What follows belongs to an exercise in optimizing a design on an open flow for small area; a production flow would make more cautious choices. At most, simulation tests tie the RTL to the original design; equivalence was not proved. Function not checked in runs 1, 2 and 4 to 6: the RTL went through the layout flow alone. Power and IR drop assume default switching activity.

==> flow/design.v <==
module rca #(parameter N = 8) (a, b, ci, s, co);
input  [N-1:0] a, b;
input          ci;
output [N-1:0] s;
output         co;
wire   [N:0]   c;
assign c[0] = ci;
genvar i;
generate for (i = 0; i < N; i = i + 1) begin : g
	assign s[i]   = a[i] ^ b[i] ^ c[i];
	assign c[i+1] = (a[i] & b[i]) | (c[i] & (a[i] ^ b[i]));
end endgenerate
assign co = c[N];
endmodule
module csa #(parameter N = 8) (a, b, c, s, cy);
input  [N-1:0] a, b, c;
output [N-1:0] s, cy;
assign s  = a ^ b ^ c;
assign cy = (a & b) | (c & (a ^ b));
endmodule
module inc #(parameter N = 8) (a, ci, s);
input  [N-1:0] a;
input          ci;
output [N-1:0] s;
wire   [N:0]   c;
assign c[0] = ci;
genvar i;
generate for (i = 0; i < N; i = i + 1) begin : g
	assign s[i]   = a[i] ^ c[i];
	assign c[i+1] = a[i] & c[i];
end endgenerate
endmodule
module ecg_tbase (clk, rst, spi, tick, tick_rise);
input  clk, rst;
output spi, tick, tick_rise;
reg [5:0] tb;
always @(posedge clk)
	if (rst) tb <= 6'd0;
	else     tb <= (tb == 6'd50) ? 6'd1 : tb + 6'd1;
assign spi  = (tb == 6'd10) | (tb == 6'd20) | (tb == 6'd30) |
              (tb == 6'd40) | (tb == 6'd50);
assign tick = (tb >= 6'd25) & (tb <= 6'd49);
assign tick_rise = (tb == 6'd25);
endmodule
module ecg_filt (clk, rst, sample_clk, adc_va, L);
input         clk, rst, sample_clk;
input  [13:0] adc_va;
output [19:0] L;
reg s_old;
wire ev = sample_clk & ~s_old;
wire [19:0] V   = {adc_va, 6'b0};
wire [19:0] nvs = ~{{12{adc_va[13]}}, adc_va[13:6]};
reg  [19:0] H, Y;
wire [19:0] ymh, hp_s, hp_c, Hn, Yn;
rca #(20) u_ymh (.a(Y), .b(~H), .ci(1'b1), .s(ymh), .co());
csa #(20) u_hcs (.a(ymh), .b(V), .c(nvs), .s(hp_s), .cy(hp_c));
rca #(20) u_hn  (.a(hp_s), .b({hp_c[18:0], 1'b1}), .ci(1'b0), .s(Hn), .co());
rca #(20) u_yn  (.a(Y), .b(~{{11{H[19]}}, H[19:11]}), .ci(1'b1), .s(Yn), .co());
reg  [19:0] L, M;
reg  [10:0] T;
wire [11:0] th;
wire [19:0] lp_s, lp_c, Mn;
rca #(12) u_th (.a({T[10], T}), .b({H[19], H[19:9]}), .ci(1'b0), .s(th), .co());
csa #(20) u_lcs (.a(L), .b(~{{8{L[19]}}, L[19:8]}), .c({{8{th[11]}}, th}), .s(lp_s), .cy(lp_c));
rca #(20) u_mn  (.a(lp_s), .b({lp_c[18:0], 1'b1}), .ci(1'b0), .s(Mn), .co());
always @(posedge clk)
	if (rst) begin
		s_old <= 1'b0;
		H <= 20'd0; Y <= 20'd0;
		L <= 20'd0; M <= 20'd0; T <= 11'd0;
	end else begin
		s_old <= sample_clk;
		if (ev) begin
			H <= Hn;
			Y <= Yn;
			L <= M;
			M <= Mn;
			T <= H[19:9];
		end
	end
endmodule
module ecg_beat (clk, rst, L, adc_vb, mono, bp);
input         clk, rst;
input  [19:0] L;
input  [13:0] adc_vb;
output        mono, bp;
wire [13:0] ca = {~L[19], L[18:6]};
wire [13:0] cb = {adc_vb[13], ~adc_vb[12:0]};
wire [14:0] cc;
assign cc[0] = |L[5:0];
genvar i;
generate for (i = 0; i < 14; i = i + 1) begin : g_cmp
	assign cc[i+1] = (ca[i] & cb[i]) | (cc[i] & (ca[i] | cb[i]));
end endgenerate
wire gt = cc[14];
reg overthr, ot_old, mono_old, bp;
reg  [12:0] mc;
wire mz   = (mc[11:0] == 12'd0);
wire trig = overthr & ~ot_old;
assign mono = mc[12] | ~mz;
always @(posedge clk)
	if (rst) begin
		overthr <= 1'b0; ot_old <= 1'b0; mono_old <= 1'b0;
		bp <= 1'b0; mc <= 13'd0;
	end else begin
		overthr <= gt;
		ot_old <= overthr;
		if (mz)
			mc <= trig ? 13'd3184 : 13'd0;
		else
			mc <= {mc[11:0], mc[12] ^ mc[3] ^ mc[2] ^ mc[0]};
		mono_old <= mono;
		if (mono & ~mono_old) bp <= ~bp;
	end
endmodule
module ecg_pcnt (clk, rst, clr, cedge, pc);
input         clk, rst, clr, cedge;
output [15:0] pc;
reg pend;
reg [7:0] c1, c2;
wire [7:0] c1n, c2n;
inc #(8) u_c1 (.a(c1), .ci(cedge), .s(c1n));
inc #(8) u_c2 (.a(c2), .ci(pend), .s(c2n));
always @(posedge clk)
	if (rst | clr) begin
		pend <= 1'b0; c1 <= 8'd0; c2 <= 8'd0;
	end else begin
		pend <= cedge & (&c1);
		c1 <= c1n;
		c2 <= c2n;
	end
assign pc = {c2, c1};
endmodule
module ecg_hrdiv (clk, rst, hev, pc, hr_bcd);
input         clk, rst, hev;
input  [15:0] pc;
output [11:0] hr_bcd;
reg [15:0] bper, mb;
reg [1:0]  qh, hh;
reg [3:0]  qt, qu, ht, hu;
reg        busy;
wire [15:0] mbx = hev ? ~16'd60000 : mb;
wire [15:0] dsum;
wire        brw;
rca #(16) u_div (.a(mbx), .b(bper), .ci(1'b0), .s(dsum), .co(brw));
wire [1:0] xh = hev ? 2'd0 : qh;
wire [3:0] xt = hev ? 4'd0 : qt;
wire [3:0] xu = hev ? 4'd0 : qu;
wire u9   = (xu == 4'd9);
wire t9   = (xt == 4'd9);
wire w255 = (xh == 2'd2) & (xt == 4'd5) & (xu == 4'd5);
wire act = hev | busy;
always @(posedge clk) begin
	if (hev) bper <= pc;
	mb <= dsum;
	busy <= act & ~brw;
	if (w255) begin
		qh <= 2'd0; qt <= 4'd0; qu <= 4'd0;
	end else begin
		qu <= u9 ? 4'd0 : xu + 4'd1;
		qt <= u9 ? (t9 ? 4'd0 : xt + 4'd1) : xt;
		qh <= (u9 & t9) ? xh + 2'd1 : xh;
	end
end
always @(posedge clk)
	if (rst) begin
		hh <= 2'd0; ht <= 4'd0; hu <= 4'd0;
	end else if (act & brw) begin
		hh <= xh; ht <= xt; hu <= xu;
	end
assign hr_bcd = {2'b00, hh, ht, hu};
endmodule
module ecg_hr (clk, rst, sample_clk, adc_va, adc_vb,
               spi_sck, dac_a, beat, led, hr_bcd);
input         clk;
input         rst;
input         sample_clk;
input  [13:0] adc_va;
input  [13:0] adc_vb;
output        spi_sck;
output [11:0] dac_a;
output        beat;
output [7:0]  led;
output [11:0] hr_bcd;
wire tick, tick_rise, mono, bp;
wire [19:0] L;
wire [15:0] pc;
ecg_tbase u_tb (.clk(clk), .rst(rst), .spi(spi_sck), .tick(tick), .tick_rise(tick_rise));
ecg_filt  u_f  (.clk(clk), .rst(rst), .sample_clk(sample_clk), .adc_va(adc_va), .L(L));
ecg_beat  u_b  (.clk(clk), .rst(rst), .L(L), .adc_vb(adc_vb), .mono(mono), .bp(bp));
reg nbp_old;
always @(posedge clk)
	if (rst) nbp_old <= 1'b0;
	else     nbp_old <= ~bp;
wire hev = ~bp & ~nbp_old;
wire cedge = bp & (tick_rise | (tick & nbp_old));
ecg_pcnt  u_pc (.clk(clk), .rst(rst), .clr(~mono & ~bp), .cedge(cedge), .pc(pc));
ecg_hrdiv u_hr (.clk(clk), .rst(rst), .hev(hev), .pc(pc), .hr_bcd(hr_bcd));
assign dac_a = {~L[19], L[18:8]};
assign beat  = mono;
assign led   = pc[9:2];
endmodule
==> flow/run.sh <==
#!/bin/bash
# synth_recipe.tcl (not shown) runs the flow's synth.tcl, then flattens the netlist and writes it again
# the make line also repeats each setting of config.mk as NAME=value (left out here)
make -C /OpenROAD-flow-scripts/flow DESIGN_CONFIG=/design/flow/config.mk WORK_HOME=/design/flow/orfs CLKGATE_MAP_FILE= SYNTH_SCRIPT=/design/flow/synth_recipe.tcl finish
==> flow/config.mk <==
export PLATFORM = sky130hd
export DESIGN_NAME = ecg_hr
export DESIGN_NICKNAME = ecg_hr
export VERILOG_FILES = /design/flow/design.v
export SDC_FILE = /design/flow/constraint.sdc
export NUM_CORES = 4
export LEC_CHECK = 0
export CAP_MARGIN = 20
export CORE_MARGIN = 2
export CORE_UTILIZATION = 40
export CTS_BUF_LIST = sky130_fd_sc_hd__clkbuf_8
export SLEW_MARGIN = 20
==> flow/constraint.sdc <==
create_clock -name core_clock -period 10.0 [get_ports {clk}]
set_input_delay 2.0000 -clock core_clock [delete_from_list [all_inputs] [get_ports {clk}]]
set_output_delay 2.0000 -clock core_clock [all_outputs]
set_load 0.01 [all_outputs]
==> run summary, run 1 <==
Die Wd=164 µm; post-synthesis cell type count=57; root buf cell=clkbuf_8; hold slack=around 0.44 ns; Tmin final=~9.7 ns; initial cell density of the core=between 40% and 50%; Net count, final=1284; Diodes inserted=0; wl on met1=roughly 9000 µm; Die ar.=approximately 27000 µm²; Least-Margin Pin Slew=just over 1 ns; Final setup viols=0; #FFs+latches synth=186; vias after detailed routing=between 6000 and 7000; first-pass GRT wire length=roughly 32000 µm; Final ANT Viol Nets=0; number of detailed-route iterations in the first pass=4; slowest stage delay, CP=0.45 ns; Clock Tree Buf Depth=2; Clk Latency, worst-skew pair=~0.47 ns; Final Cell Area=11700 µm²; Crit-path slowest cell=clkdlybuf4s50_1; final wirelength=between 15000 and 20000 µm; die height=164 µm; synth warn=6; clock sink count=186; Total Routing Usage GR=15.2%; area growth from synthesis to layout=13.3%; TritonCTS clock tree=built; Syn Inst Count=~1100; metal3 WL=about 520 µm; gpl congestion=between 0.8 and 0.9; Max FO, Critical Path=2; Critical Path RT=10.42 ns; hpwl dp=about 13000 µm; largest net degree at the start of global routing=roughly 110; RSZ-0062 raised after global routing=false; WL met2=just under 9000 µm; leak pwr=about 4.7 nW; status=no timing/DRC/antenna violations; Post-synth EDFFs=16; Mapped Area=10300 µm²; Fin Clk Skew=0.0214 ns; fin cells=around 1400; period utilization=a little over nine tenths; CTS clk-pin slew, worst paths=about 0.12 ns; placed instance count=around 1400; I/O pins=65; Top FF cell, synth=dfxtp_1; vias per inst=roughly 4.6; crit path capture type=register; async set-reset flop share out of synthesis=0%; commonest non-fill, non-tap cell in the layout=inv_1; H-tree depth=4; I/O Buffers=between 60 and 70; DRC viols=0; vias in the first global route=~6600; post-layout util=a little under half; Num CTS Buffers=17; syn avg cell area=around 10 µm²; WL/cell=13.0 µm; Seq/Total Area, Yosys=about 38%; gr ovfl total=0; Hold Path Class=reg -> reg; share of post-route cells with drive strength above 1=around 8.9%; Max Cap Viol=0; Slew headroom=~31%; Core Footprint=25300 µm²; Cell Area, Placed=~11000 µm²; setup TNS=0 ns; top sig layer=met4; VDD IR max=approximately 0.15 mV; # rows=58; Critical Path Source Type=primary input; Max Slew Vio Count=0; Final Hold Vio Count=0; CP arrival=between 10 and 15 ns; maximum clock frequency=just over 100 MHz; commonest cells after routing, fill and taps aside=inv_1, dfxtp_1, nand2_1; CP Class=in -> reg; initial drt markers=about 330; Power Density=279 nW/µm²; initial antenna violation count=0
==> state kept, by name (all words and copies together), names as in the netlist, 2 cells and up <==
name / cells
u_hr.ht: 4
u_hr.hh: 2
u_hr.qh: 2
u_hr.qt: 4
u_f.H: 20
u_hr.qu: 4
u_hr.bper: 16
u_pc.c1: 8
u_b.mc: 13
u_hr.hu: 4
u_f.Y: 20
u_f.T: 11
u_hr.mb: 16
u_f.M: 20
u_tb.tb: 6
u_pc.c2: 8
u_f.L: 20
==> cell families after synthesis <==
family                   count (synthesis)  synth area share [%]
AO/OA/AOI/OAI                          140                  7.86
XOR/XNOR                                20                  1.70
adder cells (fa/ha/maj)                164                  29.2
buffers and inverters                  243                  9.74
flip-flops                             186                  37.7
multiplexers                             3                 0.352
other                                    1                0.0364
AND/OR/NAND/NOR                        304                  13.4
==> area by class of cell <==
class	instances	area (µm²)
clock buffers	17	234
clock inverters	15	209
fillers	2400	13600
inverters	178	668
multi-input cells	633	5540
flip-flops and latches	186	3880
well taps	330	413
repair buffers	76	727
==> path summary, 6_finish.rpt <==
path	from	end	slack, ns	cells after the start
min reg2reg	u_b.mc[10]	u_b.mc[11]	0.44	2
max reg2reg	u_f.Y[0]	u_f.H[19]	0.37	29
max	adc_va[6]	u_f.H[19]	0.28	27
min	u_b.mc[10]	u_b.mc[11]	0.44	2
==> cells in the mapped netlist (2+ instances only) <==
master | instances | share of area (%)
a211oi_1 | 23 | 1.7
a21oi_1 | 88 | 4.3
and2_1 | 24 | 1.5
buf_1 | 2 | 0.073
buf_4 | 21 | 1.5
clkbuf_1 | 39 | 1.4
dfxtp_1 | 170 | 33
edfxtp_1 | 16 | 4.7
fa_1 | 129 | 25
ha_1 | 32 | 3.9
inv_1 | 177 | 6.4
maj3_1 | 3 | 0.29
nand2_1 | 156 | 5.7
nand2b_1 | 9 | 0.55
nand3_1 | 4 | 0.19
nand3b_1 | 2 | 0.15
nand4_1 | 10 | 0.61
nor2_1 | 64 | 2.3
nor2b_1 | 13 | 0.79
nor3_1 | 4 | 0.19
nor4_1 | 5 | 0.30
o21ai_0 | 10 | 0.49
o21ai_1 | 3 | 0.15
o221ai_1 | 2 | 0.17
o22ai_1 | 3 | 0.18
or3_1 | 3 | 0.18
xnor2_1 | 11 | 0.94
xor2_1 | 9 | 0.77
==> worst max-delay path, delay by kind of cell <==
family                     cells  cell delay, ns
adders and majority gates     19            6.78
buffers and inverters          4            0.64
and+or+nand+nor                1            0.31
xor gates and xnor gates       2            0.27
AOI/OAI and AO/OA              1            0.14
==> stage by stage <==
step,power [W],setup WS [ns]
2_1_floorplan,0.00229,0.0414
3_3_place_gp,0.00265,-0.500
3_5_place_dp,0.00270,-0.579
4_1_cts,0.00327,0.00788
5_1_grt,0.00365,0.00205
6_report,0.00325,0.276
==> repair_timing <==
item / 4_1_cts / 5_1_grt
resized for setup: 8 / 21
setup endpoints to repair: 2 / 4
setup buffers: 0 / 0
hold buffers: 0 / 0
pin swaps: 1 / 4
cloned: 0 / 0
==> power breakdown <==
group          leakage, nW  switching [W]  internal, W
logic                 2.95       0.000900     0.000789
clock network        0.219       0.000328     0.000202
registers             1.56       0.000108     0.000927
==> per-layer routing <==
metal  GRT usage [%]  vias up
met5               0        -
met4            4.11        0
met3            2.94       14
met2            24.6       87
met1            20.9     3201
li1                -     3315
==> run 2, diff against run 1 <==
--- a/flow/design.v
+++ b/flow/design.v
@@ -53,6 +53,12 @@
 reg  [19:0] H, Y;
-wire [19:0] ymh, hp_s, hp_c, Hn, Yn;
+reg         hc;
+wire [19:0] ymh, hp_s, hp_c, Yn;
+wire [13:0] Hn_lo;
+wire [5:0]  Hn_hi, H_hi_inc;
+wire        c14;
 rca #(20) u_ymh (.a(Y), .b(~H), .ci(1'b1), .s(ymh), .co());
 csa #(20) u_hcs (.a(ymh), .b(V), .c(nvs), .s(hp_s), .cy(hp_c));
-rca #(20) u_hn  (.a(hp_s), .b({hp_c[18:0], 1'b1}), .ci(1'b0), .s(Hn), .co());
+rca #(14) u_hlo (.a(hp_s[13:0]), .b({hp_c[12:0], 1'b1}), .ci(1'b0), .s(Hn_lo), .co(c14));
+rca #(6)  u_hhi (.a(hp_s[19:14]), .b(hp_c[18:13]), .ci(1'b0), .s(Hn_hi), .co());
+inc #(6)  u_hfx (.a(H[19:14]), .ci(hc), .s(H_hi_inc));
 rca #(20) u_yn  (.a(Y), .b(~{{11{H[19]}}, H[19:11]}), .ci(1'b1), .s(Yn), .co());
@@ -67,3 +73,3 @@
 	if (rst) begin
-		s_old <= 1'b0;
+		s_old <= 1'b0; hc <= 1'b0;
 		H <= 20'd0; Y <= 20'd0;
@@ -72,4 +78,8 @@
 		s_old <= sample_clk;
+		hc <= ev & c14;
+		if (ev)
+			H <= {Hn_hi, Hn_lo};
+		else
+			H[19:14] <= H_hi_inc;
 		if (ev) begin
-			H <= Hn;
 			Y <= Yn;
--- a/flow/config.mk
+++ b/flow/config.mk
@@ -10,3 +10,2 @@
 export CORE_UTILIZATION = 40
-export CTS_BUF_LIST = sky130_fd_sc_hd__clkbuf_8
 export SLEW_MARGIN = 20
==> run summary, run 2 <==
initial cell density of the core=40.4% (was 40.8%); final worst slack=0.413 ns (was 0.276 ns); post-synthesis simple-gate area fraction=13.4% (about the same); root buf cell=clkbuf_16 (was clkbuf_8); mux contribution to synthesized area=0.432% (was 0.352%); top cell type's share of synthesized area=32.8% (was 33.0%); largest net degree at the start of global routing=67 (was 112); vias in the first global route=6872 (was 6598); Critical Path Source Type=register (was primary input); initial antenna violation count=0 (unchanged); Net count, final=1287 (was 1284); DRC viols=0 (unchanged); final wirelength=19100 µm (was 18600 µm); synth warn=6 (unchanged); compound-gate portion of the synthesized area=7.66% (was 7.86%); top cells by area in the synthesized netlist=dfxtp_1, fa_1, inv_1, nand2_1, edfxtp_1 (unchanged); Die Wd=165 µm (was 164 µm); share of post-route cells with drive strength above 1=8.07% (was 8.87%); post-synthesis cell type count=59 (was 57); vias per inst=4.68 (was 4.61); critical-path cell list=inv_1 -> buf_4 -> ha_1 -> fa_1 -> fa_2 -> fa_1 -> fa_1 -> fa_1 -> fa_1 -> fa_2 -> fa_1 -> fa_1 -> fa_1 -> fa_2 -> fa_1 -> fa_1 -> fa_1 -> fa_1 -> fa_1 -> fa_1 -> fa_1 -> xnor2_1 -> or3_1 -> a21oi_1; fraction of the mapped netlist area in adder cells=29.6% (was 29.2%); Num CTS Buffers=17 (unchanged); hpwl dp=13900 µm (was 13400 µm); most frequent CP cell=fa_1; initial drt markers=304 (was 326); CTS clk-pin slew, worst paths=0.08 ns (was 0.12 ns); setup TNS=0 ns (unchanged); RSZ-0062 raised after global routing=false (unchanged); vias after detailed routing=6727 (was 6617); Fin Clk Skew=0.0209 ns (was 0.0214 ns); Placement Setup Slack=-0.276 ns (was -0.579 ns); Cell Area, Placed=11200 µm² (was 11100 µm²); VDD IR max=0.148 mV (was 0.152 mV); Synth Area in XOR/XNOR=1.68% (was 1.70%); leak pwr=4.86 nW (was 4.73 nW); total power=0.00342 W (was 0.00325 W); Hold Path Class=reg -> reg (unchanged); I/O Buffers=62 (unchanged); synth cell count leaders=inv_1, dfxtp_1, nand2_1 (unchanged); Least-Margin Pin Slew=0.813 ns (was 1.03 ns); status=no timing/DRC/antenna violations (unchanged); Yosys top cell by area=dfxtp_1 (unchanged); commonest non-fill, non-tap cell in the layout=inv_1 (unchanged); Slew headroom=45.7% (was 31.0%); Syn Inst Count=1062 (was 1061); Clock Tree Buf Depth=2 (unchanged); Crit-path slowest cell=fa_1 (was clkdlybuf4s50_1); Top FF cell, synth=dfxtp_1 (unchanged); first-pass GRT wire length=33100 µm (was 32400 µm); #FFs+latches synth=187 (was 186); syn avg cell area=9.82 µm² (was 9.71 µm²); WL/cell=13.3 µm (was 13.0 µm); Core Footprint=25800 µm² (was 25300 µm²); Post-synth EDFFs=16 (unchanged); slowest stage delay, CP=0.48 ns (was 0.45 ns); Total Routing Usage GR=15.5% (was 15.2%); Clk Latency, worst-skew pair=0.45 ns (was 0.47 ns); CP Class=reg -> reg (was in -> reg); Tmin final=9.59 ns (was 9.72 ns); async set-reset flop share out of synthesis=0% (unchanged); area growth from synthesis to layout=14.6% (was 13.3%); number of detailed-route iterations in the first pass=5 (was 4); crit path capture type=register (unchanged); most frequent cell after synthesis=inv_1 (unchanged); Max Slew Vio Count=0 (unchanged); postcts setup bufs=0 (unchanged); gpl congestion=0.764 (was 0.815); Mapped Area=10400 µm² (was 10300 µm²); commonest cells after routing, fill and taps aside=inv_1, dfxtp_1, nand2_1 (unchanged); Max Cap Viol=0 (unchanged); Max FO, Critical Path=2 (unchanged); Final Cell Area=12000 µm² (was 11700 µm²); maximum clock frequency=104 MHz (was 103 MHz); TritonCTS clock tree=built (unchanged); Power Density=286 nW/µm² (was 279 nW/µm²); largest family of logic cells by synthesized area=adder cells (unchanged); Die ar.=27400 µm² (was 27100 µm²); Final setup viols=0 (unchanged); hold slack=0.427 ns (was 0.439 ns); Final ANT Viol Nets=0 (unchanged); die height=165 µm (was 164 µm); # rows=59 (was 58); Final Hold Vio Count=0 (unchanged); gr ovfl total=0 (unchanged); Critical Path RT=10.37 ns (was 10.42 ns); Seq/Total Area, Yosys=37.4% (was 37.7%); Diodes inserted=0 (unchanged); period utilization=95.9% (was 97.2%); I/O pins=65 (unchanged); H-tree depth=4 (unchanged); clock sink count=187 (was 186); CP arrival=9.96 ns (was 10.14 ns)
[run 2: timing repair]
item	in CTS	in global routing
endpoints found under the setup margin	1	4
cloned	0	0
hold buffers	0	0
endpoints found under the hold margin	0	0
resized for setup	6	17
pin swaps	1	1
[run 2: per-stage QoR]
stage / std cells / utilization [%]
after detailed placement: 1405 / 43.4
after global routing: 1438 / 46.3
after global placement: 1405 / 43.4
after CTS: 1437 / 46.0
after floorplan: 1063 / -
final: 1438 / 46.3
[run 2: cell families after synthesis]
logic type / Yosys count
AOI/OAI and AO/OA: 137
xor gates and xnor gates: 20
adders and majority gates: 171
buffers and inverters: 243
DFF: 187
muxes: 4
other: 1
and+or+nand+nor: 299
[run 2: worst paths after layout]
| check | startpoint | endpoint | slack [ns] | cells after the start |
|---|---|---|---|---|
| hold reg to reg | u_pc.c2[6] | u_hr.bper[14] | 0.43 | 0 |
| hold / removal | u_pc.c2[6] | u_hr.bper[14] | 0.43 | 0 |
| setup / recovery | u_f.Y[0] | u_f.Y[19] | 0.41 | 24 |
| setup reg to reg | u_f.Y[0] | u_f.Y[19] | 0.41 | 24 |
[run 2: area by class of cell]
class / count / area [µm²]
clock buffer: 17 / 425
clock inverter: 15 / 213
fill: 2452 / 13900
inverter: 177 / 664
multi-input combinational: 633 / 5600
sequential: 187 / 3900
tap: 335 / 419
timing repair buffer: 74 / 728
[run 2: power breakdown]
| group | switching, W | internal, W | leakage, nW |
|---|---|---|---|
| registers | 0.0000997 | 0.000930 | 1.57 |
| clock network | 0.000369 | 0.000353 | 0.309 |
| logic | 0.000894 | 0.000770 | 2.98 |
[run 2: routing by layer]
metal | part of all wire (%) | up-vias | track usage [%]
li1 | - | 3332 | -
met3 | 2.5 | 13 | 2.75
met1 | 46 | 3308 | 19.6
met5 | 0 | - | 0
met4 | 0.98 | 0 | 4.70
met2 | 51 | 74 | 26.9
[run 2: worst max-delay path, delay by kind of cell (launching register included)]
kind | cells | cell delay [ns]
compound gates | 1 | 0.13
fa+ha+maj | 19 | 8.42
xor+xnor | 1 | 0.14
flops | 1 | 0.33
simple gates | 1 | 0.31
buf+inv | 2 | 0.17
==> run 3, diff against run 2 <==
--- a/flow/design.v
+++ b/flow/design.v
@@ -53,12 +53,6 @@
 reg  [19:0] H, Y;
-reg         hc;
-wire [19:0] ymh, hp_s, hp_c, Yn;
-wire [13:0] Hn_lo;
-wire [5:0]  Hn_hi, H_hi_inc;
-wire        c14;
+wire [19:0] ymh, hp_s, hp_c, Hn, Yn;
 rca #(20) u_ymh (.a(Y), .b(~H), .ci(1'b1), .s(ymh), .co());
 csa #(20) u_hcs (.a(ymh), .b(V), .c(nvs), .s(hp_s), .cy(hp_c));
-rca #(14) u_hlo (.a(hp_s[13:0]), .b({hp_c[12:0], 1'b1}), .ci(1'b0), .s(Hn_lo), .co(c14));
-rca #(6)  u_hhi (.a(hp_s[19:14]), .b(hp_c[18:13]), .ci(1'b0), .s(Hn_hi), .co());
-inc #(6)  u_hfx (.a(H[19:14]), .ci(hc), .s(H_hi_inc));
+rca #(20) u_hn  (.a(hp_s), .b({hp_c[18:0], 1'b1}), .ci(1'b0), .s(Hn), .co());
 rca #(20) u_yn  (.a(Y), .b(~{{11{H[19]}}, H[19:11]}), .ci(1'b1), .s(Yn), .co());
@@ -73,3 +67,3 @@
 	if (rst) begin
-		s_old <= 1'b0; hc <= 1'b0;
+		s_old <= 1'b0;
 		H <= 20'd0; Y <= 20'd0;
@@ -78,8 +72,4 @@
 		s_old <= sample_clk;
-		hc <= ev & c14;
-		if (ev)
-			H <= {Hn_hi, Hn_lo};
-		else
-			H[19:14] <= H_hi_inc;
 		if (ev) begin
+			H <= Hn;
 			Y <= Yn;
@@ -96,19 +86,12 @@
 output        mono, bp;
-wire [13:0] ca = {~L[19], L[18:6]};
-wire [13:0] cb = {adc_vb[13], ~adc_vb[12:0]};
-wire [14:0] cc;
-assign cc[0] = |L[5:0];
-genvar i;
-generate for (i = 0; i < 14; i = i + 1) begin : g_cmp
-	assign cc[i+1] = (ca[i] & cb[i]) | (cc[i] & (ca[i] | cb[i]));
-end endgenerate
-wire gt = cc[14];
-reg overthr, ot_old, mono_old, bp;
+wire gt;
+rca #(14) u_cmp (.a({~L[19], L[18:6]}), .b(~{~adc_vb[13], adc_vb[12:0]}), .ci(|L[5:0]), .s(), .co(gt));
+reg overthr, ot_old, mono, mono_old, bp;
 reg  [12:0] mc;
-wire mz   = (mc[11:0] == 12'd0);
+wire mz   = (mc == 13'd0);
+wire mfb  = mc[12] ^ mc[3] ^ mc[2] ^ mc[0] ^ (mc[11:0] == 12'd0);
 wire trig = overthr & ~ot_old;
-assign mono = mc[12] | ~mz;
 always @(posedge clk)
 	if (rst) begin
-		overthr <= 1'b0; ot_old <= 1'b0; mono_old <= 1'b0;
+		overthr <= 1'b0; ot_old <= 1'b0; mono <= 1'b0; mono_old <= 1'b0;
 		bp <= 1'b0; mc <= 13'd0;
@@ -117,6 +100,7 @@
 		ot_old <= overthr;
-		if (mz)
-			mc <= trig ? 13'd3184 : 13'd0;
-		else
-			mc <= {mc[11:0], mc[12] ^ mc[3] ^ mc[2] ^ mc[0]};
+		if (mz) begin
+			mc <= trig ? 13'd6368 : 13'd0;
+			mono <= trig;
+		end else
+			mc <= {mc[11:0], mfb};
 		mono_old <= mono;
==> run summary, run 3 <==
Final setup viols=0 (unchanged); gpl congestion=0.767 (was 0.764); Clk Latency, worst-skew pair=0.44 ns (was 0.45 ns); Combinational Power Share=48.9% (was 48.7%); CP arrival=10.08 ns (was 9.96 ns); I/O Buffers=62 (unchanged); Fin Clk Skew=0.0112 ns (was 0.0209 ns); Num CTS Buffers=17 (unchanged); RSZ-0062 raised after global routing=false (unchanged); Yosys top cell by area=dfxtp_1 (unchanged); Post-synth EDFFs=16 (unchanged); mux contribution to synthesized area=0.790% (was 0.432%); status=no timing/DRC/antenna violations (unchanged); VDD IR max=0.139 mV (was 0.148 mV); post-layout util=46.0% (was 46.3%); synth cell count leaders=inv_1, dfxtp_1, nand2_1 (unchanged); TritonCTS clock tree=built (unchanged); # rows=59 (unchanged); vias per inst=4.70 (was 4.68); Total Routing Usage GR=15.3% (was 15.5%); synth warn=6 (unchanged); clock sink count=187 (unchanged); I/O pins=65 (unchanged); vias after detailed routing=6774 (was 6727); Least-Margin Pin Slew=0.893 ns (was 0.813 ns); fraction of the mapped netlist area in adder cells=30.2% (was 29.6%); Crit-path slowest cell=clkdlybuf4s50_1 (was fa_1); reg2reg path depth=29 (was 24); compound-gate portion of the synthesized area=7.27% (was 7.66%); Power Density=271 nW/µm² (was 286 nW/µm²); Tmin final=9.71 ns (was 9.59 ns); Seq/Total Area, Yosys=37.4% (about the same); top sig layer=met4 (unchanged); Net count, final=1298 (was 1287); Syn Inst Count=1064 (was 1062); area of the multi-input gates=5630 µm² (was 5600 µm²); final wirelength=19200 µm (was 19100 µm); Switching Share=38.8% (was 39.9%); Die Wd=166 µm (was 165 µm); hpwl dp=13900 µm (about the same); switching power total=0.00125 W (was 0.00136 W); commonest non-fill, non-tap cell in the layout=inv_1 (unchanged); initial cell density of the core=40.4% (about the same); most frequent cell after synthesis=inv_1 (unchanged); commonest cells after routing, fill and taps aside=inv_1, dfxtp_1, nand2_1 (unchanged); Core Footprint=25800 µm² (unchanged); period utilization=97.1% (was 95.9%); Slew headroom=40.5% (was 45.7%); Final ANT Viol Nets=0 (unchanged); post-synthesis simple-gate area fraction=13.0% (was 13.4%); crit path capture type=register (unchanged); largest family of logic cells by synthesized area=adder cells (unchanged); number of detailed-route iterations in the first pass=5 (unchanged); Max FO, Critical Path=2 (unchanged); maximum clock frequency=103 MHz (was 104 MHz); Hold Crit Depth=0 (unchanged); Final Hold Vio Count=0 (unchanged); Diodes inserted=0 (unchanged); flop2flop setup slack=0.33 ns (was 0.41 ns); slowest stage delay, CP=0.45 ns (was 0.48 ns); H-tree depth=4 (unchanged); Max Slew Vio Count=0 (unchanged); Hold Path Class=reg -> reg (unchanged); CTS clk-pin slew, worst paths=0.07 ns (was 0.08 ns); Max Cap Viol=0 (unchanged); first-pass GRT wire length=34200 µm (was 33100 µm); Worst Hold End=u_hr.bper[11] (was u_hr.bper[14]); WL met2=9490 µm (was 9720 µm); CP Class=in -> reg (was reg -> reg); Int Power=0.00197 W (was 0.00205 W); total power=0.00322 W (was 0.00342 W); Top delay family on crit path=adder cells (unchanged); Critical Path RT=10.36 ns (was 10.37 ns); post-synthesis cell type count=48 (was 59); leak pwr=4.85 nW (was 4.86 nW); metal3 WL=613 µm (was 468 µm); hold_sp=u_pc.c2[3] (was u_pc.c2[6]); top cells by area in the synthesized netlist=dfxtp_1, fa_1, inv_1, ha_1, nand2_1 (was dfxtp_1, fa_1, inv_1, nand2_1, edfxtp_1); root buf cell=clkbuf_16 (unchanged); RR Startpoint=u_f.Y[0] (unchanged); Die ar.=27400 µm² (about the same); Synth Area in XOR/XNOR=1.68% (about the same); Top FF cell, synth=dfxtp_1 (unchanged); area growth from synthesis to layout=13.8% (was 14.6%); Mapped Area=10400 µm² (about the same); initial drt markers=319 (was 304); critical path buffer and inverter count=4 (was 2); Critical Path Source Type=primary input (was register); vias in the first global route=6862 (was 6872); top cell type's share of synthesized area=32.8% (about the same); Clock Tree Buf Depth=2 (unchanged); #FFs+latches synth=187 (unchanged); WL/cell=13.4 µm (was 13.3 µm); wl on met1=8950 µm (was 8720 µm); reg-to-reg endpoint=u_f.H[19] (was u_f.Y[19]); clock power share=19.8% (was 21.1%); die height=166 µm (was 165 µm); largest net degree at the start of global routing=90 (was 67); gr ovfl total=0 (unchanged); share of post-route cells with drive strength above 1=7.96% (was 8.07%); async set-reset flop share out of synthesis=0% (unchanged); layout filler cell count=2463 (was 2452); share of total power in sequential cells=31.3% (was 30.1%); DRC viols=0 (unchanged); syn avg cell area=9.82 µm² (about the same); hold slack=0.432 ns (was 0.427 ns); register area=3900 µm² (unchanged); initial antenna violation count=0 (unchanged)
run 3: changes by cell type in the layout (fill, tap and decap cells not counted), moves of 5 or more:
cell      change
inv_1         +6
a211oi_1      -5
fa_1          -8
nor2_1       -13
ha_1          +8
a21oi_1       +5
nand2_1      +14
fa_2          +9
run 3: how the worst max path moves through the flow:
stage	from	end	slack, ns	depth (start not counted)
global placement	adc_va[6]	u_f.H[19]	-0.43	27
floorplan	u_f.Y[0]	u_f.H[19]	0.04	29
CTS	adc_va[6]	u_f.H[19]	0.05	27
finish	adc_va[6]	u_f.H[19]	0.29	27
detailed placement	adc_va[6]	u_f.H[19]	-0.61	27
global route	u_f.Y[0]	u_f.H[19]	0.007	29
run 3: layer usage:
layer | up-vias | track usage, %
li1 | 3340 | -
met1 | 3317 | 20.8
met2 | 99 | 25.3
met3 | 18 | 3.18
met4 | 0 | 3.55
met5 | - | 0
run 3: metrics by stage:
stage | cell area, µm² | std cells | setup TNS (ns) | worst slack (ns)
after floorplan | 10500 | 1065 | 0 | 0.0414
after global placement | 11300 | 1408 | -0.426 | -0.426
after detailed placement | 11300 | 1408 | -0.754 | -0.610
after CTS | 11800 | 1440 | 0 | 0.0486
after global routing | 11900 | 1440 | 0 | 0.00665
final | 11900 | 1440 | 0 | 0.286
run 3: final cells by class:
cell class / instances / share of cell area (%)
Tap cell: 335 / 3.53
Clock inverter: 14 / 0.947
Sequential cell: 187 / 32.8
Timing Repair Buffer: 74 / 5.96
Inverter: 182 / 5.75
Multi-Input combinational cell: 630 / 47.4
Clock buffer: 18 / 3.61
run 3: cell families after synthesis:
| group | Yosys count |
|---|---|
| other | 1 |
| multiplexers | 8 |
| AND/OR/NAND/NOR | 292 |
| AO/OA/AOI/OAI | 133 |
| XOR/XNOR | 20 |
| flip-flops | 187 |
| adder cells (fa/ha/maj) | 175 |
| buffers and inverters | 248 |
run 3: worst reg2reg max path, delay by kind of cell (launching register included):
family                   cells  cell delay, ns
buffers and inverters        4            0.23
flip-flops                   1            0.31
XOR/XNOR                     2            0.28
AND/OR/NAND/NOR              1            0.31
adder cells (fa/ha/maj)     21            8.30
AO/OA/AOI/OAI                1            0.15
run 3: power by group through the flow:
stage               sequential (W)  combinational, W  clock [W]
floorplan                 0.000997           0.00121          0
detailed placement         0.00103           0.00157          0
global placement           0.00102           0.00152          0
CTS                        0.00101           0.00160   0.000659
finish                     0.00101           0.00158   0.000638
global route               0.00103           0.00190   0.000690
run 3: what timing repair did:
action,CTS,global route
buffers inserted,0,0
pin swaps,1,4
resized for setup,9,16
hold buffers,0,0
setup endpoints to repair,1,4
==> run 4, diff against run 3 <==
--- a/flow/design.v
+++ b/flow/design.v
@@ -50,26 +50,35 @@
 wire ev = sample_clk & ~s_old;
-wire [19:0] V   = {adc_va, 6'b0};
+reg  [19:0] Hb, Y, L, M;
+reg  [10:0] Tb;
+reg         hc;
 wire [19:0] nvs = ~{{12{adc_va[13]}}, adc_va[13:6]};
-reg  [19:0] H, Y;
-wire [19:0] ymh, hp_s, hp_c, Hn, Yn;
-rca #(20) u_ymh (.a(Y), .b(~H), .ci(1'b1), .s(ymh), .co());
-csa #(20) u_hcs (.a(ymh), .b(V), .c(nvs), .s(hp_s), .cy(hp_c));
-rca #(20) u_hn  (.a(hp_s), .b({hp_c[18:0], 1'b1}), .ci(1'b0), .s(Hn), .co());
-rca #(20) u_yn  (.a(Y), .b(~{{11{H[19]}}, H[19:11]}), .ci(1'b1), .s(Yn), .co());
-reg  [19:0] L, M;
-reg  [10:0] T;
-wire [11:0] th;
-wire [19:0] lp_s, lp_c, Mn;
-rca #(12) u_th (.a({T[10], T}), .b({H[19], H[19:9]}), .ci(1'b0), .s(th), .co());
-csa #(20) u_lcs (.a(L), .b(~{{8{L[19]}}, L[19:8]}), .c({{8{th[11]}}, th}), .s(lp_s), .cy(lp_c));
-rca #(20) u_mn  (.a(lp_s), .b({lp_c[18:0], 1'b1}), .ci(1'b0), .s(Mn), .co());
+wire [19:0] s1, c1, s2, c2;
+csa #(20) u_h1 (.a(Y), .b(Hb), .c({adc_va, 6'b000001}), .s(s1), .cy(c1));
+csa #(20) u_h2 (.a(s1), .b({c1[18:0], 1'b1}), .c(nvs), .s(s2), .cy(c2));
+wire [13:0] Hn_lo;
+wire [5:0]  Hn_hi;
+wire        c14;
+rca #(14) u_hlo (.a(s2[13:0]), .b({c2[12:0], 1'b0}), .ci(1'b0), .s(Hn_lo), .co(c14));
+rca #(6)  u_hhi (.a(s2[19:14]), .b(c2[18:13]), .ci(1'b0), .s(Hn_hi), .co());
+wire [5:0]  Hb_fix = Hb[19:14] - {5'd0, hc};
+wire [19:0] Yn;
+rca #(20) u_yn (.a(Y), .b({{11{Hb[19]}}, Hb[19:11]}), .ci(1'b1), .s(Yn), .co());
+wire [13:0] z1, zc, Z;
+csa #(14) u_z1 (.a({{2{L[19]}}, L[19:8]}), .b({{3{Tb[10]}}, Tb}), .c({{3{Hb[19]}}, Hb[19:9]}), .s(z1), .cy(zc));
+rca #(14) u_z2 (.a(z1), .b({zc[12:0], 1'b1}), .ci(1'b1), .s(Z), .co());
+wire [19:0] Mn;
+rca #(20) u_mn (.a(L), .b(~{{6{Z[13]}}, Z}), .ci(1'b1), .s(Mn), .co());
 always @(posedge clk)
 	if (rst) begin
-		s_old <= 1'b0;
-		H <= 20'd0; Y <= 20'd0;
-		L <= 20'd0; M <= 20'd0; T <= 11'd0;
+		s_old <= 1'b0; hc <= 1'b0;
+		Hb <= 20'hfffff; Y <= 20'd0;
+		L <= 20'd0; M <= 20'd0; Tb <= 11'h7ff;
 	end else begin
 		s_old <= sample_clk;
+		hc <= ev & c14;
+		if (ev)
+			Hb <= ~{Hn_hi, Hn_lo};
+		else
+			Hb[19:14] <= Hb_fix;
 		if (ev) begin
-			H <= Hn;
 			Y <= Yn;
@@ -77,3 +86,3 @@
 			M <= Mn;
-			T <= H[19:9];
+			Tb <= Hb[19:9];
 		end
@@ -86,12 +95,19 @@
 output        mono, bp;
-wire gt;
-rca #(14) u_cmp (.a({~L[19], L[18:6]}), .b(~{~adc_vb[13], adc_vb[12:0]}), .ci(|L[5:0]), .s(), .co(gt));
-reg overthr, ot_old, mono, mono_old, bp;
+wire [13:0] ca = {~L[19], L[18:6]};
+wire [13:0] cb = {adc_vb[13], ~adc_vb[12:0]};
+wire [14:0] cc;
+assign cc[0] = |L[5:0];
+genvar i;
+generate for (i = 0; i < 14; i = i + 1) begin : g_cmp
+	assign cc[i+1] = (ca[i] & cb[i]) | (cc[i] & (ca[i] | cb[i]));
+end endgenerate
+wire gt = cc[14];
+reg overthr, ot_old, mono_old, bp;
 reg  [12:0] mc;
-wire mz   = (mc == 13'd0);
-wire mfb  = mc[12] ^ mc[3] ^ mc[2] ^ mc[0] ^ (mc[11:0] == 12'd0);
+wire mz   = (mc[11:0] == 12'd0);
 wire trig = overthr & ~ot_old;
+assign mono = mc[12] | ~mz;
 always @(posedge clk)
 	if (rst) begin
-		overthr <= 1'b0; ot_old <= 1'b0; mono <= 1'b0; mono_old <= 1'b0;
+		overthr <= 1'b0; ot_old <= 1'b0; mono_old <= 1'b0;
 		bp <= 1'b0; mc <= 13'd0;
@@ -100,7 +116,6 @@
 		ot_old <= overthr;
-		if (mz) begin
-			mc <= trig ? 13'd6368 : 13'd0;
-			mono <= trig;
-		end else
-			mc <= {mc[11:0], mfb};
+		if (mz)
+			mc <= trig ? 13'd3184 : 13'd0;
+		else
+			mc <= {mc[11:0], mc[12] ^ mc[3] ^ mc[2] ^ mc[0]};
 		mono_old <= mono;
--- a/flow/config.mk
+++ b/flow/config.mk
@@ -7,2 +7,3 @@
 export LEC_CHECK = 0
+export ABC_AREA = 1
 export CAP_MARGIN = 20
==> run summary, run 4 <==
vias in the first global route=6533 (was 6862); TritonCTS clock tree=built (unchanged); hold_sp=u_b.mc[6] (was u_pc.c2[3]); Mapped Area=9970 µm² (was 10400 µm²); setup TNS=0 ns (unchanged); initial drt markers=392 (was 319); largest net degree at the start of global routing=86 (was 90); die height=162 µm (was 166 µm); Num CTS Buffers=17 (unchanged); vias after detailed routing=6528 (was 6774); commonest non-fill, non-tap cell in the layout=inv_1 (unchanged); postcts setup bufs=0 (unchanged); number of detailed-route iterations in the first pass=6 (was 5); Top FF cell, synth=dfxtp_1 (unchanged); Die ar.=26200 µm² (was 27400 µm²); routing usage on met3=3.22% (was 3.18%); PostCTS Resize Cnt=0 (was 9); RR Startpoint=u_f.Hb[11] (was u_f.Y[0]); period utilization=93.7% (was 97.1%); I/O pins=65 (unchanged); vias per inst=4.60 (was 4.70); status=no timing/DRC/antenna violations (unchanged); first-pass GRT wire length=31700 µm (was 34200 µm); hpwl dp=13000 µm (was 13900 µm); crit path capture type=register (unchanged); Diodes inserted=0 (unchanged); clock sink count=187 (unchanged); commonest cells after routing, fill and taps aside=inv_1, dfxtp_1, nor2_1 (was inv_1, dfxtp_1, nand2_1); Final setup viols=0 (unchanged); #FFs+latches synth=187 (unchanged); M1 GR Usage=20.4% (was 20.8%); async set-reset flop share out of synthesis=0% (unchanged); area growth from synthesis to layout=14.1% (was 13.8%); met2 Use GR=24.5% (was 25.3%); top cell type's share of synthesized area=34.3% (was 32.8%); CP Class=reg -> reg (was in -> reg); Fin Clk Skew=0.0146 ns (was 0.0112 ns); WL/cell=12.8 µm (was 13.4 µm); Seq/Total Area, Yosys=39.1% (was 37.4%); reg-to-reg endpoint=u_f.Y[19] (was u_f.H[19]); Die Wd=162 µm (was 166 µm); Slew headroom=40.8% (was 40.5%); DRC viols=0 (unchanged); cts hold-fix bufs=0 (unchanged); top cells by area in the synthesized netlist=dfxtp_1, fa_1, inv_1, nor2_1, o21ai_0 (was dfxtp_1, fa_1, inv_1, ha_1, nand2_1); initial antenna violation count=0 (unchanged); flop2flop setup slack=0.63 ns (was 0.33 ns); Net count, final=1271 (was 1298); root buf cell=clkbuf_16 (unchanged); busiest layer in global routing=met2 (unchanged); Post-synth EDFFs=16 (unchanged); RSZ-0062 raised after global routing=false (unchanged); Clock Tree Buf Depth=2 (unchanged); Critical Path RT=10.34 ns (was 10.36 ns); reg2reg path depth=24 (was 29); Yosys top cell by area=dfxtp_1 (unchanged); Syn Inst Count=1052 (was 1064); Power Density=300 nW/µm² (was 271 nW/µm²); initial cell density of the core=40.9% (was 40.4%); gr ovfl total=0 (unchanged); Core Footprint=24400 µm² (was 25800 µm²); share of post-route cells with drive strength above 1=4.57% (was 7.96%); H-tree depth=4 (unchanged); Clk Latency, worst-skew pair=0.44 ns (about the same); CTS clk-pin slew, worst paths=0.08 ns (was 0.07 ns); maximum clock frequency=107 MHz (was 103 MHz); Worst Hold End=u_b.mc[7] (was u_hr.bper[11]); # rows=57 (was 59); total power=0.00342 W (was 0.00322 W); Max Slew Vio Count=0 (unchanged); Final Hold Vio Count=0 (unchanged); final wirelength=18100 µm (was 19200 µm); post-synthesis cell type count=37 (was 48); I/O Buffers=62 (unchanged); Critical Path Source Type=register (was primary input); Hold Crit Depth=2 (was 0); synth cell count leaders=inv_1, dfxtp_1, nor2_1 (was inv_1, dfxtp_1, nand2_1); synth warn=6 (unchanged); Least-Margin Pin Slew=0.887 ns (was 0.893 ns); Max Cap Viol=0 (unchanged); Final ANT Viol Nets=0 (unchanged); Tmin final=9.37 ns (was 9.71 ns); gpl congestion=0.765 (was 0.767); leak pwr=4.97 nW (was 4.85 nW); Max FO, Critical Path=4 (was 2); VDD IR max=0.162 mV (was 0.139 mV); most frequent cell after synthesis=inv_1 (unchanged); syn avg cell area=9.48 µm² (was 9.82 µm²); Total Routing Usage GR=15.0% (was 15.3%); CP arrival=9.71 ns (was 10.08 ns); Hold Path Class=reg -> reg (unchanged)
==> run 4: cell count changes in the layout (fill, tap and decap cells not counted), moves of 7 or more <==
cell / previous run / this run
and2_1: 23 / 0
ha_1: 46 / 37
a211oi_1: 22 / 1
fa_2: 33 / 0
nand3_1: 5 / 15
fa_1: 96 / 121
buf_4: 13 / 6
o21ai_0: 8 / 99
a21oi_1: 88 / 53
o211ai_1: 0 / 11
nor2b_1: 12 / 0
nand2_1: 151 / 78
nor2_1: 57 / 155
==> run 4: worst max path at each step <==
stage	from	endpoint	slack, ns	cells after the start
floorplan	u_f.Hb[11]	u_f.Y[19]	0.89	24
global placement	u_f.Hb[11]	u_f.Y[19]	0.66	24
detailed placement	u_f.Hb[11]	u_f.Y[19]	0.58	24
CTS	u_f.Hb[11]	u_f.Y[19]	0.54	24
global route	u_f.Hb[11]	u_f.Y[19]	0.16	24
finish	u_f.Hb[11]	u_f.Y[19]	0.63	24
==> run 4: kinds of logic after synthesis <==
logic type / count (synthesis) / share of synthesized area (%)
simple gates: 269 / 10.9
fa+ha+maj: 158 / 28.9
flops: 187 / 39.1
compound gates: 179 / 9.73
xor+xnor: 14 / 1.23
other cells: 1 / 0.0376
buf+inv: 244 / 10.1
==> run 4: critical path, stage by stage (launching register included) <==
cell and delay (ns):
dfxtp_1 0.36, inv_1 0.09, ha_1 0.15, inv_1 0.06, fa_1 0.44, fa_1 0.46, fa_1 0.46, fa_1 0.46
fa_1 0.46, fa_1 0.47, fa_1 0.46, fa_1 0.48, fa_1 0.47, fa_1 0.46, fa_1 0.48, fa_1 0.47
fa_1 0.47, fa_1 0.46, fa_1 0.46, fa_1 0.46, fa_1 0.46, fa_1 0.44, xnor2_1 0.13, o21ai_0 0.15
inv_1 0.05
==> run 4: layer usage <==
layer	share of wire [%]	vias up	wire length (µm)
li1	-	3313	-
met1	49	3108	8810
met2	47	96	8590
met3	2.9	11	532
met4	0.99	0	179
met5	0	-	0
==> run 4: final cells by class <==
type / count / area (µm²)
Clock buffer: 17 / 425
Clock inverter: 15 / 201
Fill cell: 2349 / 13000
Inverter: 186 / 699
Multi-Input combinational cell: 622 / 5080
Sequential cell: 187 / 3900
Tap cell: 324 / 405
Timing Repair Buffer: 68 / 666
==> run 4: power breakdown <==
group          total [W]  switching, W  internal, W
sequential       0.00109      0.000135     0.000952
clock           0.000706      0.000357     0.000349
combinational    0.00163      0.000877     0.000749
total            0.00342       0.00137      0.00205
==> run 4: per-stage QoR <==
stage	cell area, µm²	util, %	setup slack, ns	hold slack [ns]	cells
after floorplan	9980	-	0.888	0.396	1053
after global placement	10800	44.1	0.657	0.415	1387
after detailed placement	10800	44.1	0.575	0.420	1387
after CTS	11400	46.7	0.543	0.429	1419
after global routing	11400	46.7	0.160	0.442	1419
final	11400	46.7	0.626	0.429	1419
==> run 5, diff against run 4 <==
--- a/flow/config.mk
+++ b/flow/config.mk
@@ -7,3 +7,2 @@
 export LEC_CHECK = 0
-export ABC_AREA = 1
 export CAP_MARGIN = 20
==> run summary, run 5 <==
top cell type's share of synthesized area=34.0% (was 34.3%); Tmin final=9.51 ns (was 9.37 ns); share of post-route cells with drive strength above 1=5.07% (was 4.57%); CP Class=reg -> reg (unchanged); Clock Tree Buf Depth=2 (unchanged); number of detailed-route iterations in the first pass=4 (was 6); Fin Clk Skew=0.0151 ns (was 0.0146 ns); H-tree depth=4 (unchanged); vias after detailed routing=6462 (was 6528); routing usage on met3=2.85% (was 3.22%); post-synthesis cell type count=54 (was 37); initial drt markers=372 (was 392); Power Density=311 nW/µm² (was 300 nW/µm²); Max FO, Critical Path=4 (unchanged); async set-reset flop share out of synthesis=0% (unchanged); Final ANT Viol Nets=0 (unchanged); CTS clk-pin slew, worst paths=0.08 ns (about the same); VDD IR max=0.212 mV (was 0.162 mV); Clk Latency, worst-skew pair=0.43 ns (was 0.44 ns); RR Startpoint=u_f.Hb[11] (unchanged); Seq/Total Area, Yosys=38.8% (was 39.1%); Mapped Area=10100 µm² (was 9970 µm²); fin cells=1376 (was 1419); gpl congestion=0.796 (was 0.765); vias per inst=4.70 (was 4.60); Max Cap Viol=0 (unchanged); Hold Crit Depth=0 (was 2); PostCTS Resize Cnt=0 (unchanged); Num CTS Buffers=17 (unchanged); maximum clock frequency=105 MHz (was 107 MHz); Diodes inserted=0 (unchanged); Critical Path RT=10.36 ns (was 10.34 ns); area growth from synthesis to layout=13.8% (was 14.1%); crit path capture type=register (unchanged); largest net degree at the start of global routing=99 (was 86); layout filler cell count=2405 (was 2349); setup TNS=0 ns (unchanged); Synth Area in XOR/XNOR=1.91% (was 1.23%); synth warn=6 (unchanged); Top FF cell, synth=dfxtp_1 (unchanged); Final Hold Vio Count=0 (unchanged); initial antenna violation count=0 (unchanged); syn avg cell area=9.99 µm² (was 9.48 µm²); gr ovfl total=0 (unchanged); postcts setup bufs=0 (unchanged); TritonCTS clock tree=built (unchanged); fraction of the mapped netlist area in adder cells=28.9% (about the same); synth cell count leaders=nand2_1, dfxtp_1, fa_1 (was inv_1, dfxtp_1, nor2_1); final wirelength=18800 µm (was 18100 µm); # rows=58 (was 57); Yosys top cell by area=dfxtp_1 (unchanged); Worst Hold End=u_hr.bper[11] (was u_b.mc[7]); die height=163 µm (was 162 µm); clock sink count=187 (unchanged); most frequent cell after synthesis=nand2_1 (was inv_1); reg2reg path depth=24 (unchanged); met2 Use GR=25.7% (was 24.5%); commonest cells after routing, fill and taps aside=nand2_1, dfxtp_1, fa_1 (was inv_1, dfxtp_1, nor2_1); Max Slew Vio Count=0 (unchanged); period utilization=95.1% (was 93.7%); vias in the first global route=6490 (was 6533); Hold Path Class=reg -> reg (unchanged); Die Wd=163 µm (was 162 µm); initial cell density of the core=40.3% (was 40.9%); flop2flop setup slack=0.49 ns (was 0.63 ns); leak pwr=4.73 nW (was 4.97 nW); DRC viols=0 (unchanged); I/O pins=65 (unchanged); RSZ-0062 raised after global routing=false (unchanged); placed instance count=1343 (was 1387); Critical Path Source Type=register (unchanged); compound-gate portion of the synthesized area=7.63% (was 9.73%); Least-Margin Pin Slew=0.843 ns (was 0.887 ns); Total Routing Usage GR=15.5% (was 15.0%); Syn Inst Count=1007 (was 1052); #FFs+latches synth=187 (unchanged); hold_sp=u_pc.c2[3] (was u_b.mc[6]); Final setup viols=0 (unchanged); busiest layer in global routing=met2 (unchanged); WL/cell=13.6 µm (was 12.8 µm); Slew headroom=43.7% (was 40.8%); largest family of logic cells by synthesized area=adder cells (unchanged); reg-to-reg endpoint=u_f.Y[19] (unchanged); hpwl dp=13400 µm (was 13000 µm); Net count, final=1222 (was 1271); first-pass GRT wire length=32600 µm (was 31700 µm); top cells by area in the synthesized netlist=dfxtp_1, fa_1, nand2_1, edfxtp_1, ha_1 (was dfxtp_1, fa_1, inv_1, nor2_1, o21ai_0); commonest non-fill, non-tap cell in the layout=nand2_1 (was inv_1); Die ar.=26400 µm² (was 26200 µm²); Post-synth EDFFs=16 (unchanged); root buf cell=clkbuf_16 (unchanged); I/O Buffers=62 (unchanged); CP arrival=9.86 ns (was 9.71 ns); status=no timing/DRC/antenna violations (unchanged); mux contribution to synthesized area=0.199% (was 0%); cts hold-fix bufs=0 (unchanged); M1 GR Usage=21.2% (was 20.4%); post-synthesis simple-gate area fraction=14.8% (was 10.9%); Core Footprint=25000 µm² (was 24400 µm²)
==> run 5: per-layer routing <==
layer / part of all wire (%) / wire length (µm) / up-vias
met4: 0.78 / 147 / 0
met1: 48 / 8990 / 3140
met5: 0 / 0 / -
met3: 3.0 / 555 / 9
li1: - / - / 3228
met2: 48 / 9080 / 85
==> run 5: worst max path at each step <==
stage,slack (ns),to,cells past startpoint,from
detailed placement,0.35,u_f.Y[19],24,u_f.Hb[11]
global route,0.03,u_f.Y[19],24,u_f.Hb[11]
CTS,0.35,u_f.Y[19],24,u_f.Hb[11]
finish,0.49,u_f.Y[19],24,u_f.Hb[11]
global placement,0.55,u_f.Y[19],24,u_f.Hb[11]
floorplan,0.66,u_f.Y[19],24,u_f.Hb[11]
==> run 5: metrics by stage <==
step	hold WS [ns]	util, %	total power, W	cell area, µm²	setup slack [ns]
2_1_floorplan	0.410	-	0.00247	10100	0.662
3_3_place_gp	0.416	43.3	0.00286	10800	0.550
3_5_place_dp	0.422	43.3	0.00292	10800	0.345
4_1_cts	0.442	45.7	0.00363	11400	0.346
5_1_grt	0.443	45.9	0.00400	11400	0.0309
6_report	0.438	45.9	0.00356	11400	0.494
==> run 5: cells by family (layout without fill, tap and decap cells) <==
kind of cell / Yosys count / after routing
other cells: 1 / 2
xor+xnor: 22 / 22
compound gates: 134 / 134
buf+inv: 179 / 217
mux: 2 / 2
flops: 187 / 187
fa+ha+maj: 160 / 160
simple gates: 322 / 322
==> run 5: critical path, cell delays in order, from the launching register on <==
cell and delay, ns:
dfxtp_1 0.36, inv_1 0.09, ha_1 0.14, inv_1 0.05
fa_1 0.45, fa_1 0.46, fa_2 0.42, fa_1 0.46
fa_1 0.46, fa_1 0.46, fa_1 0.47, fa_1 0.46
fa_1 0.47, fa_1 0.46, fa_1 0.46, fa_1 0.46
fa_1 0.46, fa_1 0.46, fa_1 0.46, fa_1 0.46
fa_1 0.46, fa_1 0.44, xnor2_1 0.14, or3_1 0.31
a21oi_1 0.14
==> run 5: area by class of cell <==
| cell class | count | area (µm²) | area share (%) |
|---|---|---|---|
| Clock buffer | 17 | 425 | 3.72 |
| Clock inverter | 15 | 184 | 1.61 |
| Inverter | 117 | 439 | 3.84 |
| Multi-Input combinational cell | 642 | 5400 | 47.2 |
| Sequential cell | 187 | 3900 | 34.1 |
| Tap cell | 330 | 413 | 3.61 |
| Timing Repair Buffer | 68 | 683 | 5.97 |
==> run 5: report_power, final <==
group | leakage, nW | switching [W] | internal [W]
Combinational | 2.87 | 0.000945 | 0.000810
Clock | 0.298 | 0.000345 | 0.000344
Sequential | 1.57 | 0.000157 | 0.000955
Total | 4.73 | 0.00145 | 0.00211
==> run 6, diff against run 5 <==
==> flow/flow/run.sh (new file) <==
#!/bin/bash
# Layout flow: the standard synthesis and layout, with small port buffers
# (buf_1) and a clock tree of clkbuf_4/clkbuf_8 cells without dummy loads.
set -euo pipefail
bash standard.sh synth > synth.log 2>&1
bash standard.sh \
  "BUFFER_PORTS_ARGS=-buffer_cell sky130_fd_sc_hd__buf_1" \
  "CTS_ARGS=-sink_clustering_enable -repair_clock_nets -dont_use_dummy_load -buf_list {sky130_fd_sc_hd__clkbuf_4 sky130_fd_sc_hd__clkbuf_8}" \
  finish > layout.log 2>&1
==> flow/standard.sh (new file) <==
#!/bin/bash
# synth_recipe.tcl (not shown) runs the flow's synth.tcl, then flattens the netlist and writes it again
# the make line also repeats each setting of config.mk as NAME=value (left out here)
make -C /OpenROAD-flow-scripts/flow DESIGN_CONFIG=/design/flow/config.mk WORK_HOME=/design/flow/orfs CLKGATE_MAP_FILE= SYNTH_SCRIPT=/design/flow/synth_recipe.tcl "${@:-finish}"
removed: flow/run.sh
==> run summary, run 6 <==
Net count, final=1223 (was 1222); maximum clock frequency=106 MHz (was 105 MHz); Final setup viols=0 (unchanged); post-layout util=42.8% (was 45.9%); vias per inst=4.72 (was 4.70); Core Footprint=25000 µm² (unchanged); Top delay family on crit path=adder cells (unchanged); syn avg cell area=9.99 µm² (unchanged); period utilization=94.5% (was 95.1%); CP arrival=9.81 ns (was 9.86 ns); crit path capture type=register (unchanged); most frequent cell after synthesis=nand2_1 (unchanged); Die ar.=26400 µm² (unchanged); CTS clk-pin slew, worst paths=0.09 ns (was 0.08 ns); clock sink count=187 (unchanged); Cell Area, Placed=10400 µm² (was 10800 µm²); Power Density=301 nW/µm² (was 311 nW/µm²); Max Cap Viol=0 (unchanged); WL/cell=13.5 µm (was 13.6 µm); Diodes inserted=0 (unchanged); Final Hold Vio Count=0 (unchanged); vias in the first global route=6373 (was 6490); switching power total=0.00133 W (was 0.00145 W); most frequent CP cell=fa_1 (unchanged); Seq/Total Area, Yosys=38.8% (unchanged); #FFs+latches synth=187 (unchanged); I/O Buffers=62 (unchanged); Final Cell Area=10700 µm² (was 11400 µm²); share of total power in sequential cells=34.4% (was 31.3%); Int Power=0.00190 W (was 0.00211 W); Post-synth EDFFs=16 (unchanged); Top FF cell, synth=dfxtp_1 (unchanged); leak pwr=4.41 nW (was 4.73 nW); async set-reset flop share out of synthesis=0% (unchanged); Max FO, Critical Path=4 (unchanged); post-synthesis cell type count=54 (unchanged); die height=163 µm (unchanged); VDD IR max=0.251 mV (was 0.212 mV); Total Routing Usage GR=15.0% (was 15.5%); H-tree depth=4 (unchanged); commonest cells after routing, fill and taps aside=nand2_1, dfxtp_1, fa_1 (unchanged); initial cell density of the core=40.3% (unchanged); Crit path depth=24 (unchanged); Num CTS Buffers=17 (unchanged); commonest non-fill, non-tap cell in the layout=nand2_1 (unchanged); Placement Setup Slack=0.391 ns (was 0.345 ns); I/O pins=65 (unchanged); Tmin final=9.45 ns (was 9.51 ns); synth warn=6 (unchanged); hpwl dp=13300 µm (was 13400 µm); Critical Path RT=10.36 ns (about the same); top cells by area in the synthesized netlist=dfxtp_1, fa_1, nand2_1, edfxtp_1, ha_1 (unchanged); postcts setup bufs=0 (unchanged); Slew headroom=41.4% (was 43.7%); share of post-route cells with drive strength above 1=3.88% (was 5.07%); Fin Clk Skew=0.0410 ns (was 0.0151 ns); crit path from=u_f.Hb[11] (unchanged); TritonCTS clock tree=built (unchanged); CP Class=reg -> reg (unchanged); initial drt markers=394 (was 372); critical path buffer and inverter count=2 (unchanged); # rows=58 (unchanged); area growth from synthesis to layout=6.27% (was 13.8%); vias after detailed routing=6423 (was 6462); slowest stage delay, CP=0.46 ns (was 0.47 ns); DRC viols=0 (unchanged); synth cell count leaders=nand2_1, dfxtp_1, fa_1 (unchanged); Die Wd=163 µm (unchanged); Least-Margin Pin Slew=0.878 ns (was 0.843 ns); setup TNS=0 ns (unchanged); final worst slack=0.548 ns (was 0.494 ns); Clock Tree Buf Depth=2 (unchanged); Crit-path slowest cell=fa_1 (unchanged); initial antenna violation count=0 (unchanged); Yosys top cell by area=dfxtp_1 (unchanged); CP endpoint=u_f.Y[19] (unchanged); number of detailed-route iterations in the first pass=5 (was 4); gr ovfl total=0 (unchanged); flop2flop setup slack=0.55 ns (was 0.49 ns); reg-to-reg endpoint=u_f.Y[19] (unchanged); critical-path cell list=inv_1 -> ha_1 -> inv_1 -> fa_1 -> fa_1 -> fa_1 -> fa_1 -> fa_1 -> fa_1 -> fa_1 -> fa_1 -> fa_1 -> fa_1 -> fa_1 -> fa_1 -> fa_1 -> fa_1 -> fa_2 -> fa_2 -> fa_1 -> fa_1 -> xnor2_1 -> or3_1 -> a21oi_1 (was inv_1 -> ha_1 -> inv_1 -> fa_1 -> fa_1 -> fa_2 -> fa_1 -> fa_1 -> fa_1 -> fa_1 -> fa_1 -> fa_1 -> fa_1 -> fa_1 -> fa_1 -> fa_1 -> fa_1 -> fa_1 -> fa_1 -> fa_1 -> fa_1 -> xnor2_1 -> or3_1 -> a21oi_1); Critical Path Source Type=register (unchanged); root buf cell=clkbuf_8 (was clkbuf_16); Combinational Power Share=53.6% (was 49.3%); top cell type's share of synthesized area=34.0% (unchanged); Final ANT Viol Nets=0 (unchanged); reg2reg path depth=24 (unchanged); gpl congestion=0.777 (was 0.796); clock power share=12.0% (was 19.4%); Switching Share=41.2% (was 40.7%); Syn Inst Count=1007 (unchanged); Hold Path Class=reg -> reg (unchanged); final wirelength=18300 µm (was 18800 µm); status=no timing/DRC/antenna violations (unchanged); first-pass GRT wire length=31600 µm (was 32600 µm); Max Slew Vio Count=0 (unchanged); largest net degree at the start of global routing=99 (unchanged); RSZ-0062 raised after global routing=false (unchanged); Mapped Area=10100 µm² (unchanged); Clk Latency, worst-skew pair=0.47 ns (was 0.43 ns); RR Startpoint=u_f.Hb[11] (unchanged)
[run 6: changes by cell type in the layout (fill, tap and decap cells not counted), moves of 2 or more]
cell | before | now
buf_1 | 0 | 61
clkbuf_16 | 17 | 0
clkbuf_8 | 0 | 17
clkdlybuf4s50_1 | 61 | 0
clkinv_4 | 3 | 0
clkinv_8 | 3 | 0
inv_12 | 2 | 0
inv_8 | 6 | 0
[run 6: cells by family (layout without fill, tap and decap cells)]
family	after synthesis	after routing	synth area share (%)
AO/OA/AOI/OAI	134	134	7.63
XOR/XNOR	22	22	1.91
adder cells (fa/ha/maj)	160	160	28.9
buffers and inverters	179	203	7.76
flip-flops	187	187	38.8
multiplexers	2	2	0.199
other	1	2	0.0373
AND/OR/NAND/NOR	322	322	14.8
[run 6: routing by layer]
layer	track usage (%)	share of wire (%)	up-vias
met2	24.3	47	90
met1	20.8	49	3107
met5	0	0	-
met4	3.90	1.1	0
li1	-	-	3208
met3	2.90	3.2	18
[run 6: how the worst min path moves through the flow]
stage	startpoint	to	cells past startpoint
after CTS	u_f.M[2]	u_f.L[2]	2
after floorplan	u_f.s_old	u_f.hc	1
final	u_f.M[2]	u_f.L[2]	2
after global routing	u_pc.c2[6]	u_hr.bper[14]	0
after detailed placement	u_pc.c2[5]	u_hr.bper[13]	0
after global placement	u_pc.c2[6]	u_hr.bper[14]	0
[run 6: what timing repair did]
item,CTS,global route
resized for setup,0,2
hold buffers,0,0
endpoints found under the setup margin,0,1
[run 6: cell type report]
class | count | area, µm²
multi-input cells | 642 | 5400
inverters | 117 | 439
well taps | 330 | 413
flip-flops and latches | 187 | 3900
repair buffers | 69 | 302
clock buffers | 17 | 234
fillers | 2479 | 14300
[run 6: worst reg2reg max path: cells and delay by family, from the launching register on]
| kind | cells | cell delay (ns) |
|---|---|---|
| flip-flops | 1 | 0.35 |
| AND/OR/NAND/NOR | 1 | 0.31 |
| adder cells (fa/ha/maj) | 19 | 8.30 |
| XOR/XNOR | 1 | 0.14 |
| AO/OA/AOI/OAI | 1 | 0.14 |
| buffers and inverters | 2 | 0.16 |
[run 6: power groups by stage]
stage / logic (W) / registers [W] / clock network (W)
CTS: 0.00178 / 0.00111 / 0.000405
floorplan: 0.00139 / 0.00109 / 0
detailed placement: 0.00176 / 0.00113 / 0
global route: 0.00208 / 0.00114 / 0.000433
global placement: 0.00172 / 0.00112 / 0
finish: 0.00173 / 0.00111 / 0.000386
[run 6: metrics by stage]
step / power [W] / hold slack (ns) / std cells
global route: 0.00366 / 0.459 / 1362
CTS: 0.00329 / 0.436 / 1361
global placement: 0.00284 / 0.415 / 1344
finish: 0.00322 / 0.437 / 1362
floorplan: 0.00247 / 0.410 / 1008
detailed placement: 0.00289 / 0.423 / 1344

==> afterwards: timing with drivers on the ports <==
Ports are ideal in the flow. The routed layouts listed here were re-timed in OpenROAD.
Step 1 sets driving cells, clkbuf_16 on the clock port and buf_2 on the other inputs (assumed; they add their load-dependent delay and slew).
Step 2 times the ports against the registers' clock, not the clock port: input delays grow and output delays shrink by t, the midpoint of the rising clock arrivals with the driver on.
a / b / c = ideal ports / drivers / drivers and shift; a / b = the first two.
run	t, ns	setup slack, ns	worst data-port slew with drivers (ns)
run 1	0.505	0.276 / 0.296 / -0.209	0.04
run 2	0.484	0.413 / 0.413 / 0.413	0.05
run 3	0.476	0.286 / 0.307 / -0.169	0.04
run 4	0.476	0.626 / 0.626 / 0.626	0.05
run 5	0.473	0.494 / 0.494 / 0.494	0.03
run 6	0.487	0.548 / 0.548 / 0.548	0.03
With both steps, setup timing fails in run 1 and run 3, where it was met with ideal ports. For run 1, which loses most, drivers alone change the setup slack by +0.020 ns; drivers and shift together by -0.485 ns.
